From an optimization exercise on the open Yosys and OpenROAD flow, aimed at small area, a short achievable clock period and few clock cycles per item; shortcuts taken in it are not production practice. Only simulation tests tie the RTL to the original design; equivalence was not proved. Power figures rest on the tool's default switching activity, not on a simulated workload.

## job 5093
==> flow/design.v <==
/*verilator lint_off DECLFILENAME*/
module exe_log2_plus_one
(
    input [31:0] in,
    output [5:0] out
);
    wire [7:0] v;
    wire [1:0] p [0:7];
    genvar g;
    generate
        for (g = 0; g < 8; g = g + 1) begin : nib
            wire [3:0] x = in[4*g+3:4*g];
            assign v[g] = |x;
            assign p[g] = x[3] ? 2'd3 : x[2] ? 2'd2 : x[1] ? 2'd1 : 2'd0;
        end
    endgenerate
    wire [2:0] k = v[7] ? 3'd7 : v[6] ? 3'd6 : v[5] ? 3'd5 : v[4] ? 3'd4 :
                   v[3] ? 3'd3 : v[2] ? 3'd2 : v[1] ? 3'd1 : 3'd0;
    assign out = (|v) ? {1'b0, k, p[k]} : 6'b111111;
endmodule
module exe_add_pfx #(parameter W = 32, parameter L = 5)
(
    input  [W-1:0] a,
    input  [W-1:0] b,
    input          ci,
    output [W-1:0] s,
    output         co
);
    wire [W-1:0] g [0:L];
    wire [W-1:0] p [0:L];
    assign g[0] = a & b;
    assign p[0] = a ^ b;
    genvar i, j;
    generate
        for (i = 0; i < L; i = i + 1) begin : lvl
            for (j = 0; j < W; j = j + 1) begin : bt
                if (j & (1 << i)) begin : blk
                    localparam integer K = ((j >> i) << i) - 1;
                    assign g[i+1][j] = g[i][j] | (p[i][j] & g[i][K]);
                    assign p[i+1][j] = p[i][j] & p[i][K];
                end else begin : pass
                    assign g[i+1][j] = g[i][j];
                    assign p[i+1][j] = p[i][j];
                end
            end
        end
    endgenerate
    wire [W:0] c;
    assign c[0] = ci;
    generate
        for (j = 1; j <= W; j = j + 1) begin : cy
            assign c[j] = g[L][j-1] | (p[L][j-1] & ci);
        end
    endgenerate
    assign s  = p[0] ^ c[W-1:0];
    assign co = c[W];
endmodule
module exe_neg_pfx #(parameter W = 32, parameter L = 5)
(
    input  [W-1:0] x,
    output [W-1:0] y
);
    wire [W-1:0] o [0:L];
    assign o[0] = x;
    genvar i, j;
    generate
        for (i = 0; i < L; i = i + 1) begin : lvl
            for (j = 0; j < W; j = j + 1) begin : bt
                if (j & (1 << i)) begin : blk
                    localparam integer K = ((j >> i) << i) - 1;
                    assign o[i+1][j] = o[i][j] | o[i][K];
                end else begin : pass
                    assign o[i+1][j] = o[i][j];
                end
            end
        end
    endgenerate
    assign y = x ^ {o[L][W-2:0], 1'b0};
endmodule
module exe_orup_pfx #(parameter W = 32, parameter L = 5)
(
    input  [W-1:0] x,
    output [W-1:0] y
);
    wire [W-1:0] r;
    wire [W-1:0] o;
    genvar j;
    generate
        for (j = 0; j < W; j = j + 1) begin : rv
            assign r[j] = x[W-1-j];
            assign y[j] = o[W-1-j];
        end
    endgenerate
    wire [W-1:0] n;
    exe_neg_pfx #(.W(W), .L(L)) p (.x(r), .y(n));
    assign o = r | (r ^ n);
endmodule
/*verilator lint_off DECLFILENAME*/
module div(
    input [0:0]         clk,
    input [0:0]         rstn,
    input flush_by_writeback,
    input [0:0]         div_en_in,
    input [0:0]         div_op,
    input [0:0]         div_sign,
    input [ 31:0 ]      div_sr0,
    input [ 31:0 ]      div_sr1,
    input [ 4:0 ]       div_addr_in,
    input [31:0]        div_pc_in,
    input [31:0]        div_inst_in,
    output reg [0:0]    div_en_out,
    output reg [0:0]    stall_by_div,
    output [ 31:0 ]     div_result,
    output [ 4:0 ]      div_addr_out,
    output [31:0]       div_pc_out,
    output [31:0]       div_inst_out
);
localparam PREP = 2'd0;
localparam ITER = 2'd1;
localparam NEG  = 2'd2;
reg [1:0]  phase;
reg [31:0] rem;       
reg [34:0] y;         
reg        cin;       
reg [31:0] quo;       
reg [5:0]  pa;        
reg [5:0]  pb;        
reg [4:0]  cnt;       
reg        sa_r;      
reg        qn;        
reg        sel;       
reg        neg;       
reg [4:0]  addr;
reg [31:0] pc;
reg [31:0] inst;
wire        sa = div_sign & div_sr0[31];
wire        sb = div_sign & div_sr1[31];
wire [5:0]  pa_w;
wire [5:0]  pb_w;
wire [31:0] xa = sa ? {~div_sr0[30:0], 1'b1} : div_sr0;
wire [31:0] xb = div_sr1 ^ {32{sb}};
wire        bz_w = div_sr1 == 0;
exe_log2_plus_one log2_1(xa, pa_w);
exe_log2_plus_one log2_2(xb, pb_w);
wire [31:0] ta;       
exe_orup_pfx #(.W(32), .L(5)) oa (.x(xa), .y(ta));
wire        skip = bz_w | (|(xb & ~ta));
wire [6:0]  d;
wire        d_co;
exe_add_pfx #(.W(7), .L(3)) dsub (.a({pa[5], pa}), .b(~{pb[5], pb}), .ci(1'b1), .s(d), .co(d_co));
wire [69:0] ysh = {y, {35{cin}}} << {d[5:1], 1'b0};
wire [34:0] y2 = {y[33:0], cin};
wire [31:0] t1, t2, t3;
wire [2:0]  h1, h2;
wire [3:0]  h3;
wire        c1, c2, c3;
exe_add_pfx #(.W(35), .L(6)) add1 (.a({3'b000, rem}), .b(y),  .ci(cin), .s({h1, t1}), .co(c1));
exe_add_pfx #(.W(35), .L(6)) add2 (.a({3'b000, rem}), .b(y2), .ci(cin), .s({h2, t2}), .co(c2));
wire [34:0] cs_s = {3'b000, rem} ^ y ^ y2;
wire [34:0] cs_c = ({3'b000, rem} & y) | ({3'b000, rem} & y2) | (y & y2);
exe_add_pfx #(.W(36), .L(6)) add3 (.a({1'b0, cs_s}), .b({cs_c, cin}), .ci(cin), .s({h3, t3}), .co(c3));
wire        ge1 = c1;
wire        ge2 = c2;
wire        ge3 = c3;
wire [31:0] rn  = ({32{ge3}} & t3) | ({32{ge2 & ~ge3}} & t2) |
                  ({32{ge1 & ~ge2}} & t1) | ({32{~ge1}} & rem);
wire [31:0] mag = sel ? rem : quo;
wire [31:0] nmag;
exe_neg_pfx #(.W(32), .L(5)) ng (.x(mag), .y(nmag));
assign div_result   = mag;
assign div_addr_out = addr;
assign div_pc_out   = pc;
assign div_inst_out = inst;
wire start = div_en_in & ~div_en_out;
wire fin   = (phase == NEG) || (phase == ITER && cnt == 0 && !neg);
always @(posedge clk) begin
    if (!rstn || flush_by_writeback) begin
        stall_by_div <= 0;
        div_en_out   <= 0;
    end else if (stall_by_div) begin
        if (fin) begin
            stall_by_div <= 0;
            div_en_out   <= 1;
        end
    end else begin
        stall_by_div <= start & ~skip;
        div_en_out   <= start & skip;
    end
end
always @(posedge clk) begin
    if (stall_by_div) begin
        case (phase)
            PREP: begin
                if (sa_r) rem <= nmag;
                quo   <= 0;
                y     <= ysh[69:35];
                cnt   <= d[5:1];
                neg   <= sel ? sa_r : qn;
                phase <= ITER;
            end
            ITER: begin
                rem <= rn;
                quo <= {quo[29:0], ge2, ge3 | (ge1 & ~ge2)};
                y   <= {2'b11, y[34:2]};
                cnt <= cnt - 1;
                if (cnt == 0) phase <= NEG;
            end
            default: begin
                rem <= nmag;
                quo <= {quo[29:0], ge2, ge3 | (ge1 & ~ge2)};
                y   <= {2'b11, y[34:2]};
                sel <= 1;
            end
        endcase
    end else begin
        phase <= PREP;
        rem   <= div_sr0;
        quo   <= skip ? 32'd0 : div_sr0;
        y     <= {3'b111, div_sr1 ^ {32{~sb}}};
        cin   <= ~sb;
        pa    <= pa_w;
        pb    <= pb_w;
        sa_r  <= sa;
        qn    <= sa ^ sb;
        sel   <= div_op;
        neg   <= 0;
        addr  <= div_addr_in;
        pc    <= div_pc_in;
        inst  <= div_inst_in;
    end
end
endmodule
Settings: LEC_CHECK=0, CAP_MARGIN=20, CORE_MARGIN=2, CORE_UTILIZATION=40, PLACE_DENSITY=0.6, SETUP_SLACK_MARGIN=2.2, SLEW_MARGIN=20; clock period 6.0 ns.
run.sh (not shown) runs the stock make flow with config.mk's settings and CLKGATE_MAP_FILE= SYNTH_SCRIPT=/design/flow/synth_recipe.tcl, a recipe that flattens the netlist after the stock synthesis.
Testbench counts of job 5093, summed over its fixed seeds: cycles 83,215, items 12,000.
### job 5093 -> job 111
# job 5093
export LEC_CHECK = 0
export CAP_MARGIN = 20
export CORE_MARGIN = 2
export CORE_UTILIZATION = 40
export PLACE_DENSITY = 0.6
export SETUP_SLACK_MARGIN = 2.2
export SLEW_MARGIN = 20
create_clock -name core_clock -period 6.0 [get_ports {clk}]
# job 111
export LEC_CHECK = 0
export CAP_MARGIN = 5
export CORE_MARGIN = 2
export CORE_UTILIZATION = 40
export GPL_ROUTABILITY_DRIVEN = 0
export PLACE_DENSITY = 0.6
export SETUP_SLACK_MARGIN = 2
export SLEW_MARGIN = 5
create_clock -name core_clock -period 6.0 [get_ports {clk}]
==> run summary <==
Routed via count divided by cell count, job 5093 and job 111: higher on job 111
The run showing the greater share of the core filled with cells in the final layout is job 5093.
On count of routing violations after the opening detailed-route iteration, job 5093 beats job 111.
Changes observed in job 111 relative to job 5093: sum of net half-perimeters after detailed placement has decreased; largest fanout of any net on the critical path has increased.
For job 5979, these inputs were changed with respect to job 111:
# job 111
export LEC_CHECK = 0
export CAP_MARGIN = 5
export CORE_MARGIN = 2
export CORE_UTILIZATION = 40
export GPL_ROUTABILITY_DRIVEN = 0
export PLACE_DENSITY = 0.6
export SETUP_SLACK_MARGIN = 2
export SLEW_MARGIN = 5
create_clock -name core_clock -period 6.0 [get_ports {clk}]
# job 5979
export LEC_CHECK = 0
export CAP_MARGIN = 20
export CORE_MARGIN = 2
export CORE_UTILIZATION = 40
export PLACE_DENSITY = 0.6
export SETUP_SLACK_MARGIN = 2.4
export SLEW_MARGIN = 20
create_clock -name core_clock -period 6.0 [get_ports {clk}]
Notes after the runs:
For the growth of design area from synthesis to finish, job 5979 came in 8.9 points higher than job 111 did. Going from job 111 to job 5979, worst ir drop on vdd grew slightly. Total inserted antenna cells down 1 in job 5979 wrt job 111. Of job 5979 and job 111, the higher sequential share of layout area belongs to job 111. | largest net degree at the start of global routing | lower: job 5979 |. Per the comparison of job 5979 with job 111, fmax grew by 4.2%; wire length grew by about 8%; post-route cell area grew by 7.2%; total design power grew by about 10%. Job 5979 improves on job 111 in final worst slack. Higher final core area utilization among job 5979 and job 111: job 5979.
Here is what was changed in the inputs of job 8160 compared with job 5979.
# job 5979
export LEC_CHECK = 0
export CAP_MARGIN = 20
export CORE_MARGIN = 2
export CORE_UTILIZATION = 40
export PLACE_DENSITY = 0.6
export SETUP_SLACK_MARGIN = 2.4
export SLEW_MARGIN = 20
create_clock -name core_clock -period 6.0 [get_ports {clk}]
# job 8160
export LEC_CHECK = 0
export CAP_MARGIN = 5
export CORE_MARGIN = 2
export CORE_UTILIZATION = 40
export PLACE_DENSITY = 0.6
export SETUP_SLACK_MARGIN = 2
export SLEW_MARGIN = 5
create_clock -name core_clock -period 6.0 [get_ports {clk}]
==> comparison <==
Job 5979 → job 8160: growth of design area from synthesis to finish lost 9.2 points, final estimated routing congestion in global placement lost 0.021, overall power of the completed layout lost 8.3%, smallest hold slack picked up an extra 0.021 ns.
